From an optimization exercise on the open Yosys and OpenROAD flow, aimed at small area and a short achievable clock period; shortcuts taken in it are not production practice.
Function was checked by simulation only, so behaviour that the tests miss may differ from the original.
No activity file was given, so power comes from the tool's default toggle rates.

try-amber:
## fir_transpose_nom
module fir_transpose_nom #(
    parameter DATA_WIDTH      = 5,
    parameter TAP_COEFF_WIDTH = 5,
    parameter NUM_TAPS        = 50
)(
    input                               clk,
    input                               rst,
    input  signed [DATA_WIDTH-1:0]      in,
    output signed [DATA_WIDTH-1:0]      out,
    input  [NUM_TAPS*TAP_COEFF_WIDTH-1:0] tap_coeffs
);
Size: about 6100 cells after synthesis.
export LEC_CHECK = 0
export CAP_MARGIN = 20
export CORE_MARGIN = 2
export CORE_UTILIZATION = 60
export SETUP_SLACK_MARGIN = 3.3
export SLEW_MARGIN = 20
create_clock -name core_clock -period 6.0 [get_ports {clk}]
standard.sh (not shown) runs the stock make flow with config.mk's settings and CLKGATE_MAP_FILE= SYNTH_SCRIPT=/design/flow/synth_recipe.tcl, a recipe that flattens the netlist after the stock synthesis.
==> flow/flow/run.sh <==
#!/bin/bash
# The standard layout (standard.sh), with these changes:
# - synthesis leaves adders to ABC instead of mapping them onto the library's
#   full- and half-adder cells, and ABC maps with flow/abc.script (registers are
#   mapped exactly as in the standard synthesis);
# - every input and output port still gets its own buffer, but a plain buf_1
#   instead of the delay buffer the default picks (timing repair upsizes the
#   ones that need it).
set -euo pipefail
W=$(pwd)
export FLOW_SYNTH_TCL=$W/synth_recipe.tcl
bash standard.sh SYNTH_SCRIPT=$W/flow/my_synth.tcl ADDER_MAP_FILE= \
  ABC_SCRIPT_OVERRIDE=$W/flow/abc.script \
  "BUFFER_PORTS_ARGS=-buffer_cell sky130_fd_sc_hd__buf_1" finish > standard_flow.log 2>&1
==> flow/flow/abc.script <==
&get -n
&st
&dch -f
&nf -R 0
&put
topo
stime -c
buffer -c
upsize -c
dnsize -c
==> flow/flow/my_synth.tcl <==
# The standard flow's synthesis script (synth_recipe.tcl in the flow's work folder, sourced
# unchanged), with ABC's mapping script replaced by the file named in
# ABC_SCRIPT_OVERRIDE. Only the combinational mapping changes; registers are
# mapped exactly as in the standard synthesis.
proc abc {args} {
  if { [info exists ::env(ABC_SCRIPT_OVERRIDE)] && $::env(ABC_SCRIPT_OVERRIDE) ne "" } {
    set i [lsearch -exact $args -script]
    if { $i >= 0 } { lset args [expr { $i + 1 }] $::env(ABC_SCRIPT_OVERRIDE) }
  }
  yosys abc {*}$args
}
source $::env(FLOW_SYNTH_TCL)
## Diff of input files: try-umber against try-amber
- a change of CORE_UTILIZATION from 60 to 45
==> flow/flow/abc.script <==
&get -n
&st
&dch -f
&nf -R 1000
&put
topo
stime -c
buffer -c
upsize -c
dnsize -c
--- outcome ---
Comparing try-umber against try-amber, there is no change at all in total DRC errors in the routed layout. Diff try-amber -> try-umber | cell area | down by a few percent. try-amber -> try-umber: non-clock buffer count increased by a few percent. try-umber: number of inverters outside the clock class in the layout about 56% below try-amber. Part of the Yosys area used for sequential elements: try-umber > try-amber. Routed wire length ended up about 1.1% lower on try-umber than on try-amber. Any difference in count of pins over their slew limit between try-umber and try-amber is small enough to ignore.
What try-willow does differently from try-umber at the input level:
- SETUP_SLACK_MARGIN: 3.3 -> 3.45
- CORE_UTILIZATION: 45 -> 50
--- outcome ---
- Sequential share of layout area: try-willow vs try-umber down 0.69 points
- Area fraction of clock buffers and clock inverters: try-willow vs try-umber — no meaningful difference
- Die height, try-willow vs try-umber: down by a few percent

========
== run 1 ==
fir_transpose_nom, a different RTL version from the one above (not shown whole).
Size in the first run: about 5300 cells after synthesis, about 260 I/O pins, ~43000 um^2 of cells after synthesis.
==> flow/config.mk <==
export PLATFORM = sky130hd
export DESIGN_NAME = fir_transpose_nom
export DESIGN_NICKNAME = fir_transpose_nom
export VERILOG_FILES = /design/flow/design.v
export SDC_FILE = /design/flow/constraint.sdc
export NUM_CORES = 4
export LEC_CHECK = 0
export CAP_MARGIN = 20
export CORE_MARGIN = 2
export CORE_UTILIZATION = 45
export SETUP_SLACK_MARGIN = 3.0
export SLEW_MARGIN = 20
==> flow/constraint.sdc <==
create_clock -name core_clock -period 6.0 [get_ports {clk}]
set_input_delay 1.2000 -clock core_clock [delete_from_list [all_inputs] [get_ports {clk}]]
set_output_delay 1.2000 -clock core_clock [all_outputs]
set_load 0.01 [all_outputs]
==> flow/flow/run.sh <==
#!/bin/bash
# The standard layout (standard.sh), with two changes to synthesis only:
# adders are left to ABC instead of being mapped onto the library's full- and
# half-adder cells, and ABC maps with flow/abc.script. Registers are untouched.
set -euo pipefail
W=$(pwd)
export FLOW_SYNTH_TCL=$W/synth_recipe.tcl
bash standard.sh SYNTH_SCRIPT=$W/flow/my_synth.tcl ADDER_MAP_FILE= \
  ABC_SCRIPT_OVERRIDE=$W/flow/abc.script finish > standard_flow.log 2>&1
==> flow/flow/abc.script <==
&get -n
&st
&dch -f
&nf -R 1000
&put
topo
stime -c
buffer -c
upsize -c
dnsize -c
Scripts as last shown in full above: flow/flow/my_synth.tcl
Run 1 closes out successfully: all stages finished, all timing, DRC and antenna checks passed.
Relative to run 1, the following input files were edited for run 2:
- changing SETUP_SLACK_MARGIN from 3.0 to 2.5
- changing CORE_UTILIZATION from 45 to 60
Compared to run 1, run 2 has non-clock buffer count 47% lower. Run 2 reports its startpoint of the worst setup timing path as in[1] while run 1 reports in[0]. Higher number of buffers created by CTS goes to run 1 over run 2. [compare] base=run 1 new=run 2: number of pins with negative max-slew slack in the final report flat; first-pass GRT wire length down 13%. Taking run 1 as the reference, in run 2 worst hold slack dropped 0.0037 ns; global-route usage went up 4.0 points. Taking run 1 as 1.0, run 2 lands at 0.943 on count of nets after finishing. Delta(design area, run 2 - run 1) < 0.
Input changes introduced in run 3 (baseline for comparison: run 2):
==> flow/flow/abc.script <==
&get -n
&st
&dch -f
&nf -R 0
&put
topo
stime -c
buffer -c
upsize -c
dnsize -c
[summary]
- Run 3 gives less power drawn by the clock network than run 2 did.
- Against run 2, run 3 comes in 0.24 points lower on fraction of area in clock buffers and inverters.
- Area of the mapped netlist (run 3 vs. run 2) increases slightly
- Run 2 → run 3: wire length now sits higher, cell area went up by 1.2%, final non-filler cell total -88, via density per instance shows an increase of 4.8%, cell total after placement moved down.
- Measured against each other, run 2 and run 3 differ in total number of nets in the final design, the higher figure coming from run 2.
- Run 3 vs run 2, met2 track demand over resource went up by 5.2 points.
Here is what was changed in the inputs of run 4 compared with run 3.
- swapping 60 for 45 in CORE_UTILIZATION
- swapping 2.5 for 3.5 in SETUP_SLACK_MARGIN
--- a/flow/flow/abc.script
+++ b/flow/flow/abc.script
@@ -2,5 +2,5 @@
 &st
 &dch -f
-&nf -R 0
+&nf -R 1000
 &put
 topo
## What came out
- Of run 3 and run 4, the run reporting the lower register-to-register slack was run 4.
- In run 4 relative to run 3, number of ordinary and repair buffers in the finished layout had gone up by more than 100%.
- Higher fraction of power consumed by combinational cells was reported by run 4, not run 3.
- Re largest buffer count on any clock path: no difference whatsoever between run 4 and run 3.
- Run 4 does worse than run 3 on power.
- In the tables for run 3 and run 4, aggregate global-route resource usage reads higher with run 3.
- Compare run 3 and run 4 | largest vdd supply drop higher: run 3
- Going from run 3 to run 4, the delay of the slowest critical-path stage was found to have gone up by 0.13 ns.
- Run 4 and run 3 ended up with roughly the same final-layout worst hold slack.
- Worst-case setup margin in the final layout in run 4 vs run 3: down 0.028 ns
### run 4 -> run 5
- changing SETUP_SLACK_MARGIN from 3.5 to 2.5
- changing CORE_UTILIZATION from 45 to 50
==> flow/flow/abc.script <==
strash
dch
map -B 0.9
topo
stime -c
buffer -c
upsize -c
dnsize -c
## What came out
- Every stage of the flow completed for run 5, and the final layout passed the timing, DRC and antenna checks.
- The flow did not stop early for run 4: all stages ran, and the layout cleared the timing, DRC and antenna checks.
- Looking at overall track demand over capacity in global routing across run 4 and run 5, the one that comes out lower is run 4.
- [run 5 vs run 4] post-cts sizing count: lower in run 5
- Of run 5 and run 4, it is run 5 that has the lower post-route clock period utilization.
- Going from run 4 to run 5, overall via count from detail_route up about 22%, final critical delay including setup and external delays down 0.070 ns, wire length of the first global-routing pass up 27 mm, tightest hold margin up 0.0044 ns, required time of the critical path up 0.03 ns.
- Summary of run 5 over run 4: count of inserted tapcells rose by 1.8%, part of the Yosys area used for sequential elements fell by 3.6 points.
- Post-synthesis cell type count in run 5 is 38% lower than in run 4
Input changes introduced in run 6 (baseline for comparison: run 5):
- SETUP_SLACK_MARGIN changed from 2.5 to 2.0
==> flow/flow/abc.script <==
&get -n
&st
&dch -f
&nf -R 1000
&put
topo
stime -c
buffer -c
upsize -c
dnsize -c
- Going from run 5 to run 6, the final hold slack was found to have gone down by 0.0056 ns.
- Per the comparison of run 6 with run 5, headroom to the max-slew limit went down, worst setup slack moved down, number of cells in the design after placement decreased by 2914 relative to the old numbers, maximum clock rate saw a decrease.
- Detailed-route vias per instance grows by a little under 10% when moving from run 5 to run 6.
- Comparing the two runs side by side, run 6 comes out behind run 5 on shortest clock period the worst path allows after layout.
- Comparing run 5 and run 6, first-pass GRT wire length is higher on run 5.
- The proportion of power drawn by the clock network of run 6 is lower than that of run 5.

[afterwards: timing with drivers on the ports]
Ports are ideal in the flow. The routed layouts listed here were re-timed in OpenROAD.
Step 1, drivers: a clkbuf_16 drives clk and a buf_2 each remaining input, both assumed.
Step 2 moves the port delays by t, midway between the first and last clock arrival at a register: inputs arrive t later, outputs are due t later. That takes back most of the time a late clock gives input paths.
Three values: ideal ports, drivers, drivers and shift; two values: the first two.
| run | t (ns) | setup WS [ns] | worst register clock-pin slew, ns |
|---|---|---|---|
| try-amber | 0.738 | 3.284 / 3.309 / 2.571 | 0.07 / 0.07 |
| try-umber | 0.754 | 3.303 / 3.136 / 2.382 | 0.07 / 0.07 |
| try-willow | 0.742 | 3.458 / 3.201 / 2.460 | 0.07 / 0.07 |
| run 1 | 0.759 | 2.689 / 2.474 / 1.715 | 0.07 / 0.07 |
| run 2 | 0.695 | 2.548 / 2.337 / 1.642 | 0.06 / 0.06 |
| run 3 | 0.716 | 2.512 / 2.272 / 1.556 | 0.07 / 0.07 |
| run 4 | 0.764 | 2.484 / 2.450 / 1.686 | 0.07 / 0.07 |
| run 5 | 0.755 | 2.554 / 2.563 / 1.808 | 0.07 / 0.07 |
| run 6 | 0.708 | 2.150 / 2.158 / 1.450 | 0.06 / 0.06 |
After both steps setup and hold are still met in every run listed. The setup slack of try-willow, which loses most, moves by -0.257 ns with the drivers and by -0.998 ns with both steps.
